What follows belongs to an exercise in optimizing a design on an open flow for small area; a production flow would make more cautious choices.
Where RTL was checked, it was by simulation tests only, not by an equivalence proof against the original.

==> module arp_packet_generator, before the edit <==
module arp_packet_generator
(
	input wire clk,
	input wire rst_n,
	input wire [47:0] src_mac_add,
	input wire [47:0] des_mac_add,
	input wire [31:0] src_ip_add,
	input wire [31:0] des_ip_add,
	input wire [15:0] operator,
	input wire req,
	output logic gmii_tx_en,
	output logic [7:0] gmii_txd
);
	logic [6:0] st;
	logic [7:0] ring_a [16];
	logic [7:0] ring_b [6];
	logic [31:0] crc;
	logic [31:0] crc_next;
	logic accept;
	logic sel_a, sel_b1, sel_b2, sel_fcs;
	logic [7:0] field_byte;
	logic [7:0] const_byte;
	logic crc_feed;
	logic [7:0] idx;
	assign accept = req && (st == 7'd0 || st == 7'd73);
	always_ff @(posedge clk or negedge rst_n) begin
		if (!rst_n)
			st <= 7'd0;
		else if (st == 7'd0 || st == 7'd73)
			st <= {6'd0, req};
		else
			st <= st + 7'd1;
	end
	always_ff @(posedge clk) begin
		if (accept) begin
			ring_a[9]  <= ~des_mac_add[47:40];
			ring_a[10] <= ~des_mac_add[39:32];
			ring_a[11] <= ~des_mac_add[31:24];
			ring_a[12] <= ~des_mac_add[23:16];
			ring_a[13] <= ~des_mac_add[15:8];
			ring_a[14] <= ~des_mac_add[7:0];
			ring_a[15] <= ~src_mac_add[47:40];
			ring_a[0]  <= ~src_mac_add[39:32];
			ring_a[1]  <= ~src_mac_add[31:24];
			ring_a[2]  <= ~src_mac_add[23:16];
			ring_a[3]  <= ~src_mac_add[15:8];
			ring_a[4]  <= ~src_mac_add[7:0];
			ring_a[5]  <= ~src_ip_add[31:24];
			ring_a[6]  <= ~src_ip_add[23:16];
			ring_a[7]  <= ~src_ip_add[15:8];
			ring_a[8]  <= ~src_ip_add[7:0];
			ring_b[5] <= ~operator[15:8];
			ring_b[0] <= ~operator[7:0];
			ring_b[1] <= ~des_ip_add[31:24];
			ring_b[2] <= ~des_ip_add[23:16];
			ring_b[3] <= ~des_ip_add[15:8];
			ring_b[4] <= ~des_ip_add[7:0];
		end else begin
			for (int i = 0; i < 16; i++)
				ring_a[i] <= ~ring_a[(i + 1) % 16];
			for (int i = 0; i < 6; i++)
				ring_b[i] <= ~ring_b[(i + 1) % 6];
		end
	end
	always_comb begin
		sel_a = (st >= 7'd10 && st <= 7'd21) || (st >= 7'd32 && st <= 7'd47);
		sel_b1 = (st == 7'd30 || st == 7'd31);
		sel_b2 = (st >= 7'd48 && st <= 7'd51);
		sel_fcs = (st >= 7'd70 && st <= 7'd73);
		crc_feed = (st >= 7'd10 && st <= 7'd69);
		case (st)
			7'd2, 7'd3, 7'd4, 7'd5, 7'd6, 7'd7, 7'd8: const_byte = PRE_BYTE;
			7'd9:  const_byte = SFD;
			7'd22: const_byte = ARP_ETHERTYPE[15:8];
			7'd23: const_byte = ARP_ETHERTYPE[7:0];
			7'd24: const_byte = HTYPE[15:8];
			7'd25: const_byte = HTYPE[7:0];
			7'd26: const_byte = PTYPE[15:8];
			7'd27: const_byte = PTYPE[7:0];
			7'd28: const_byte = HLEN;
			7'd29: const_byte = PLEN;
			default: const_byte = 8'd0;
		endcase
	end
	logic [7:0] tap_raw;
	assign tap_raw = ({8{sel_a}} & ring_a[0]) | ({8{sel_b1}} & ring_b[0]) |
	                 ({8{sel_b2}} & ring_b[2]);
	assign field_byte = tap_raw ^ {8{st[0] & (sel_a | sel_b1 | sel_b2)}};
	assign idx = {8{crc_feed}} & (crc[7:0] ^ gmii_txd);
	crc_32_byte u0
	(
		.crc_in(crc),
		.idx(idx),
		.fill(!crc_feed),
		.crc_next(crc_next)
	);
	always_ff @(posedge clk)
		crc <= crc_next;
	assign gmii_tx_en = (st >= 7'd2 && st <= 7'd73);
	assign gmii_txd = field_byte | const_byte | ({8{sel_fcs}} & ~crc[7:0]);
endmodule
==> flow/config.mk <==
export PLATFORM = sky130hd
export DESIGN_NAME = arp_packet_generator
export DESIGN_NICKNAME = arp_packet_generator
export VERILOG_FILES = /design/flow/design.v
export SDC_FILE = /design/flow/constraint.sdc
export NUM_CORES = 4
export LEC_CHECK = 0
export CAP_MARGIN = 20
export CORE_MARGIN = 2
export CORE_UTILIZATION = 40
export SETUP_SLACK_MARGIN = -0.45
export SLEW_MARGIN = 20
==> flow/constraint.sdc <==
create_clock -name core_clock -period 5.0 [get_ports {clk}]
set_input_delay 1.0000 -clock core_clock [delete_from_list [all_inputs] [get_ports {clk}]]
set_output_delay 1.0000 -clock core_clock [all_outputs]
set_load 0.01 [all_outputs]
standard.sh (not shown) runs the stock make flow with config.mk's settings and CLKGATE_MAP_FILE= SYNTH_SCRIPT=/design/flow/synth_recipe.tcl, a recipe that flattens the netlist after the stock synthesis.
==> flow/flow/run.sh <==
#!/bin/bash
# Layout with the standard ORFS flow (standard.sh), with these changes:
#  - synthesis maps the logic with ABC's area mapper (flow/synth_area.tcl);
#  - the input and output ports get the smallest buffer (buf_1);
#  - clock tree synthesis inserts no dummy loads and uses clkbuf_4 buffers with clusters of at most 10 sinks.
set -e
export FLOW_WORK=$PWD
sed "s#SYNTH_SCRIPT=[^ ]*#SYNTH_SCRIPT=$PWD/flow/synth_area.tcl#" standard.sh > standard_area.sh
grep -q "SYNTH_SCRIPT=$PWD/flow/synth_area.tcl" standard_area.sh
export BUFFER_PORTS_ARGS="-buffer_cell sky130_fd_sc_hd__buf_1"
export CTS_ARGS="-sink_clustering_enable -repair_clock_nets -dont_use_dummy_load -buf_list {sky130_fd_sc_hd__clkbuf_4} -sink_clustering_size 10 -sink_clustering_max_diameter 300"
bash standard_area.sh > standard.log 2>&1
==> flow/flow/area.abc <==
strash
dch -f
amap
==> flow/flow/synth_area.tcl <==
# The standard synthesis (synth_recipe.tcl, which this sources unchanged),
# except that the technology mapping of the combinational logic uses ABC's
# area-oriented mapper (area.abc) instead of ORFS's delay-oriented script.
set area_abc_script [file join [file dirname [file normalize [info script]]] area.abc]
proc abc {args} {
  set i [lsearch -exact $args -script]
  if { $i >= 0 } {
    lset args [expr { $i + 1 }] $::area_abc_script
  }
  yosys abc {*}$args
}
source $::env(FLOW_WORK)/synth_recipe.tcl
Next try:
--- a/flow/design.v
+++ b/flow/design.v
@@ -45,25 +45,25 @@
 	logic [7:0] ring_a [16];
 	logic [7:0] ring_b [6];
 	logic [31:0] crc;
 	logic [31:0] crc_next;
-	logic accept;
+	logic idle_or_last;
 	logic sel_a, sel_b1, sel_b2, sel_fcs;
 	logic [7:0] field_byte;
 	logic [7:0] const_byte;
 	logic crc_feed;
 	logic [7:0] idx;
-	assign accept = req && (st == 7'd0 || st == 7'd73);
+	assign idle_or_last = (st == 7'd0 || st == 7'd73);
 	always_ff @(posedge clk or negedge rst_n) begin
 		if (!rst_n)
 			st <= 7'd0;
-		else if (st == 7'd0 || st == 7'd73)
+		else if (idle_or_last)
 			st <= {6'd0, req};
 		else
 			st <= st + 7'd1;
 	end
 	always_ff @(posedge clk) begin
-		if (accept) begin
+		if (idle_or_last) begin
 			ring_a[9]  <= ~des_mac_add[47:40];
 			ring_a[10] <= ~des_mac_add[39:32];
 			ring_a[11] <= ~des_mac_add[31:24];
 			ring_a[12] <= ~des_mac_add[23:16];
=> Sequential cell count is unchanged. Core utilization grows by 0.51 points. Cell area grows by 1.0%. Via count decreases by 0.87%. Wire length goes up by 0.67%. Setup slack gets worse by 0.13 ns. Synthesized cell count barely changes. Critical path depth goes down by 2. Hold slack got worse by 0.0081 ns.
For the second run of this note, only the layout was checked, not whether the RTL still works.

* * *

Another version of the RTL of arp_packet_generator (not shown whole).
For scale: roughly 650 cells after synthesis, ~220 flip-flops.
==> module arp_packet_generator, before the edit <==
module arp_packet_generator
(
	input wire clk,
	input wire rst_n,
	input wire [47:0] src_mac_add,
	input wire [47:0] des_mac_add,
	input wire [31:0] src_ip_add,
	input wire [31:0] des_ip_add,
	input wire [15:0] operator,
	input wire req,
	output logic gmii_tx_en,
	output logic [7:0] gmii_txd
);
	logic [6:0] st;
	logic [7:0] ring_a [16];
	logic [7:0] ring_b [6];
	logic [31:0] crc;
	logic [31:0] crc_next;
	logic accept;
	logic sel_a, sel_b1, sel_b2, sel_fcs;
	logic [7:0] field_byte;
	logic [7:0] pre_byte;
	logic [7:0] hdr_byte;
	logic crc_feed;
	logic [7:0] idx;
	assign accept = req && (st == 7'd0 || st == 7'd73);
	always_ff @(posedge clk or negedge rst_n) begin
		if (!rst_n)
			st <= 7'd0;
		else if (st == 7'd0 || st == 7'd73)
			st <= {6'd0, req};
		else
			st <= st + 7'd1;
	end
	always_ff @(posedge clk) begin
		if (accept) begin
			ring_a[9]  <= ~des_mac_add[47:40];
			ring_a[10] <= ~des_mac_add[39:32];
			ring_a[11] <= ~des_mac_add[31:24];
			ring_a[12] <= ~des_mac_add[23:16];
			ring_a[13] <= ~des_mac_add[15:8];
			ring_a[14] <= ~des_mac_add[7:0];
			ring_a[15] <= ~src_mac_add[47:40];
			ring_a[0]  <= ~src_mac_add[39:32];
			ring_a[1]  <= ~src_mac_add[31:24];
			ring_a[2]  <= ~src_mac_add[23:16];
			ring_a[3]  <= ~src_mac_add[15:8];
			ring_a[4]  <= ~src_mac_add[7:0];
			ring_a[5]  <= ~src_ip_add[31:24];
			ring_a[6]  <= ~src_ip_add[23:16];
			ring_a[7]  <= ~src_ip_add[15:8];
			ring_a[8]  <= ~src_ip_add[7:0];
			ring_b[5] <= ~operator[15:8];
			ring_b[0] <= ~operator[7:0];
			ring_b[1] <= ~des_ip_add[31:24];
			ring_b[2] <= ~des_ip_add[23:16];
			ring_b[3] <= ~des_ip_add[15:8];
			ring_b[4] <= ~des_ip_add[7:0];
		end else begin
			for (int i = 0; i < 16; i++)
				ring_a[i] <= ~ring_a[(i + 1) % 16];
			for (int i = 0; i < 6; i++)
				ring_b[i] <= ~ring_b[(i + 1) % 6];
		end
	end
	always_comb begin
		sel_a = (st >= 7'd10 && st <= 7'd21) || (st >= 7'd32 && st <= 7'd47);
		sel_b1 = (st == 7'd30 || st == 7'd31);
		sel_b2 = (st >= 7'd48 && st <= 7'd51);
		sel_fcs = (st >= 7'd70 && st <= 7'd73);
		crc_feed = (st >= 7'd10 && st <= 7'd69);
		case (st)
			7'd2, 7'd3, 7'd4, 7'd5, 7'd6, 7'd7, 7'd8: pre_byte = PRE_BYTE;
			7'd9:  pre_byte = SFD;
			default: pre_byte = 8'd0;
		endcase
		case (st)
			7'd22: hdr_byte = ARP_ETHERTYPE[15:8];
			7'd23: hdr_byte = ARP_ETHERTYPE[7:0];
			7'd24: hdr_byte = HTYPE[15:8];
			7'd25: hdr_byte = HTYPE[7:0];
			7'd26: hdr_byte = PTYPE[15:8];
			7'd27: hdr_byte = PTYPE[7:0];
			7'd28: hdr_byte = HLEN;
			7'd29: hdr_byte = PLEN;
			default: hdr_byte = 8'd0;
		endcase
	end
	logic [7:0] tap_raw;
	assign tap_raw = ({8{sel_a}} & ring_a[0]) | ({8{sel_b1}} & ring_b[0]) |
	                 ({8{sel_b2}} & ring_b[2]);
	assign field_byte = tap_raw ^ {8{st[0] & (sel_a | sel_b1 | sel_b2)}};
	assign idx = ({8{crc_feed}} & crc[7:0]) ^ (field_byte | hdr_byte);
	crc_32_byte u0
	(
		.crc_in(crc),
		.idx(idx),
		.fill(!crc_feed),
		.crc_next(crc_next)
	);
	always_ff @(posedge clk)
		crc <= crc_next;
	assign gmii_tx_en = (st >= 7'd2 && st <= 7'd73);
	assign gmii_txd = field_byte | pre_byte | hdr_byte | ({8{sel_fcs}} & ~crc[7:0]);
endmodule
export LEC_CHECK = 0
export CAP_MARGIN = 20
export CORE_MARGIN = 2
export CORE_UTILIZATION = 40
export SLEW_MARGIN = 20
create_clock -name core_clock -period 5.0 [get_ports {clk}]
==> flow/flow/run.sh <==
#!/bin/bash
# Layout with the standard ORFS flow (standard.sh), with these changes:
#  - synthesis maps the logic with ABC's area mapper (flow/synth_area.tcl);
#  - the input and output ports get the smallest buffer (buf_1);
#  - clock tree synthesis inserts no dummy loads and uses clkbuf_8 buffers with clusters of at most 16 sinks.
set -e
export FLOW_WORK=$PWD
sed "s#SYNTH_SCRIPT=[^ ]*#SYNTH_SCRIPT=$PWD/flow/synth_area.tcl#" standard.sh > standard_area.sh
grep -q "SYNTH_SCRIPT=$PWD/flow/synth_area.tcl" standard_area.sh
export BUFFER_PORTS_ARGS="-buffer_cell sky130_fd_sc_hd__buf_1"
export CTS_ARGS="-sink_clustering_enable -repair_clock_nets -dont_use_dummy_load -buf_list {sky130_fd_sc_hd__clkbuf_4} -sink_clustering_size 10 -sink_clustering_max_diameter 300"
bash standard_area.sh > standard.log 2>&1
Scripts as last shown in full above: flow/flow/area.abc, flow/flow/synth_area.tcl
Rerun with:
--- a/flow/design.v
+++ b/flow/design.v
@@ -47,12 +47,11 @@
 	logic [31:0] crc;
 	logic [31:0] crc_next;
 	logic accept;
 	logic sel_a, sel_b1, sel_b2, sel_fcs;
 	logic [7:0] field_byte;
-	logic [7:0] pre_byte;
-	logic [7:0] hdr_byte;
+	logic [7:0] const_byte;
 	logic crc_feed;
 	logic [7:0] idx;
 	assign accept = req && (st == 7'd0 || st == 7'd73);
 	always_ff @(posedge clk or negedge rst_n) begin
 		if (!rst_n)
@@ -98,38 +97,35 @@
 		sel_b1 = (st == 7'd30 || st == 7'd31);
 		sel_b2 = (st >= 7'd48 && st <= 7'd51);
 		sel_fcs = (st >= 7'd70 && st <= 7'd73);
 		crc_feed = (st >= 7'd10 && st <= 7'd69);
 		case (st)
-			7'd2, 7'd3, 7'd4, 7'd5, 7'd6, 7'd7, 7'd8: pre_byte = PRE_BYTE;
-			7'd9:  pre_byte = SFD;
-			default: pre_byte = 8'd0;
-		endcase
-		case (st)
-			7'd22: hdr_byte = ARP_ETHERTYPE[15:8];
-			7'd23: hdr_byte = ARP_ETHERTYPE[7:0];
-			7'd24: hdr_byte = HTYPE[15:8];
-			7'd25: hdr_byte = HTYPE[7:0];
-			7'd26: hdr_byte = PTYPE[15:8];
-			7'd27: hdr_byte = PTYPE[7:0];
-			7'd28: hdr_byte = HLEN;
-			7'd29: hdr_byte = PLEN;
-			default: hdr_byte = 8'd0;
+			7'd2, 7'd3, 7'd4, 7'd5, 7'd6, 7'd7, 7'd8: const_byte = PRE_BYTE;
+			7'd9:  const_byte = SFD;
+			7'd22: const_byte = ARP_ETHERTYPE[15:8];
+			7'd23: const_byte = ARP_ETHERTYPE[7:0];
+			7'd24: const_byte = HTYPE[15:8];
+			7'd25: const_byte = HTYPE[7:0];
+			7'd26: const_byte = PTYPE[15:8];
+			7'd27: const_byte = PTYPE[7:0];
+			7'd28: const_byte = HLEN;
+			7'd29: const_byte = PLEN;
+			default: const_byte = 8'd0;
 		endcase
 	end
 	logic [7:0] tap_raw;
 	assign tap_raw = ({8{sel_a}} & ring_a[0]) | ({8{sel_b1}} & ring_b[0]) |
 	                 ({8{sel_b2}} & ring_b[2]);
 	assign field_byte = tap_raw ^ {8{st[0] & (sel_a | sel_b1 | sel_b2)}};
-	assign idx = ({8{crc_feed}} & crc[7:0]) ^ (field_byte | hdr_byte);
+	assign idx = {8{crc_feed}} & (crc[7:0] ^ gmii_txd);
 	crc_32_byte u0
 	(
 		.crc_in(crc),
 		.idx(idx),
 		.fill(!crc_feed),
 		.crc_next(crc_next)
 	);
 	always_ff @(posedge clk)
 		crc <= crc_next;
 	assign gmii_tx_en = (st >= 7'd2 && st <= 7'd73);
-	assign gmii_txd = field_byte | pre_byte | hdr_byte | ({8{sel_fcs}} & ~crc[7:0]);
+	assign gmii_txd = field_byte | const_byte | ({8{sel_fcs}} & ~crc[7:0]);
 endmodule
After rerunning: The changed run completed with no timing, DRC or antenna violations. Utilization climbs by 0.33 points. Non-clock buffer count came out lower by 2. Sequential cell count does not change. Global-route usage came out higher by 0.28 points. Synthesized area is lower slightly. Cell area barely changes. Wire length barely changes.
Function not checked in the first run of this note: the RTL went through the layout flow alone.

[afterwards: timing with drivers on the ports]
How much do the figures lean on ideal ports? The routed layouts below were timed once more, with nothing changed but the port constraints. Step 1 (the two cells are an assumption about what drives the block):
set clk [get_ports {clk}]
set_driving_cell -lib_cell sky130_fd_sc_hd__clkbuf_16 $clk
set_driving_cell -lib_cell sky130_fd_sc_hd__buf_2 [delete_from_list [all_inputs] $clk]
Step 2 times the ports against the registers' clock, not the clock port: input delays grow and output delays shrink by t, the midpoint of the rising clock arrivals with the driver on. a / b / c = no drivers / after step 1 / after step 2; a / b = the first two.
run | t, ns | slack for setup (ns) | hold WS [ns] | clock arrival spread, ns
the first run of note 1 | 0.631 | 0.344 / 0.344 / 0.344 | 0.275 / 0.263 / 0.390 | 0.045 / 0.045
the second run of note 1 | 0.621 | 0.213 / 0.213 / 0.213 | 0.267 / 0.250 / 0.376 | 0.075 / 0.075
the first run of note 2 | 0.633 | 0.448 / 0.414 / 0.519 | 0.264 / 0.258 / 0.390 | 0.046 / 0.046
the second run of note 2 | 0.630 | 0.528 / 0.491 / 0.555 | 0.277 / 0.265 / 0.390 | 0.045 / 0.044
After both steps every run listed still meets setup and hold.
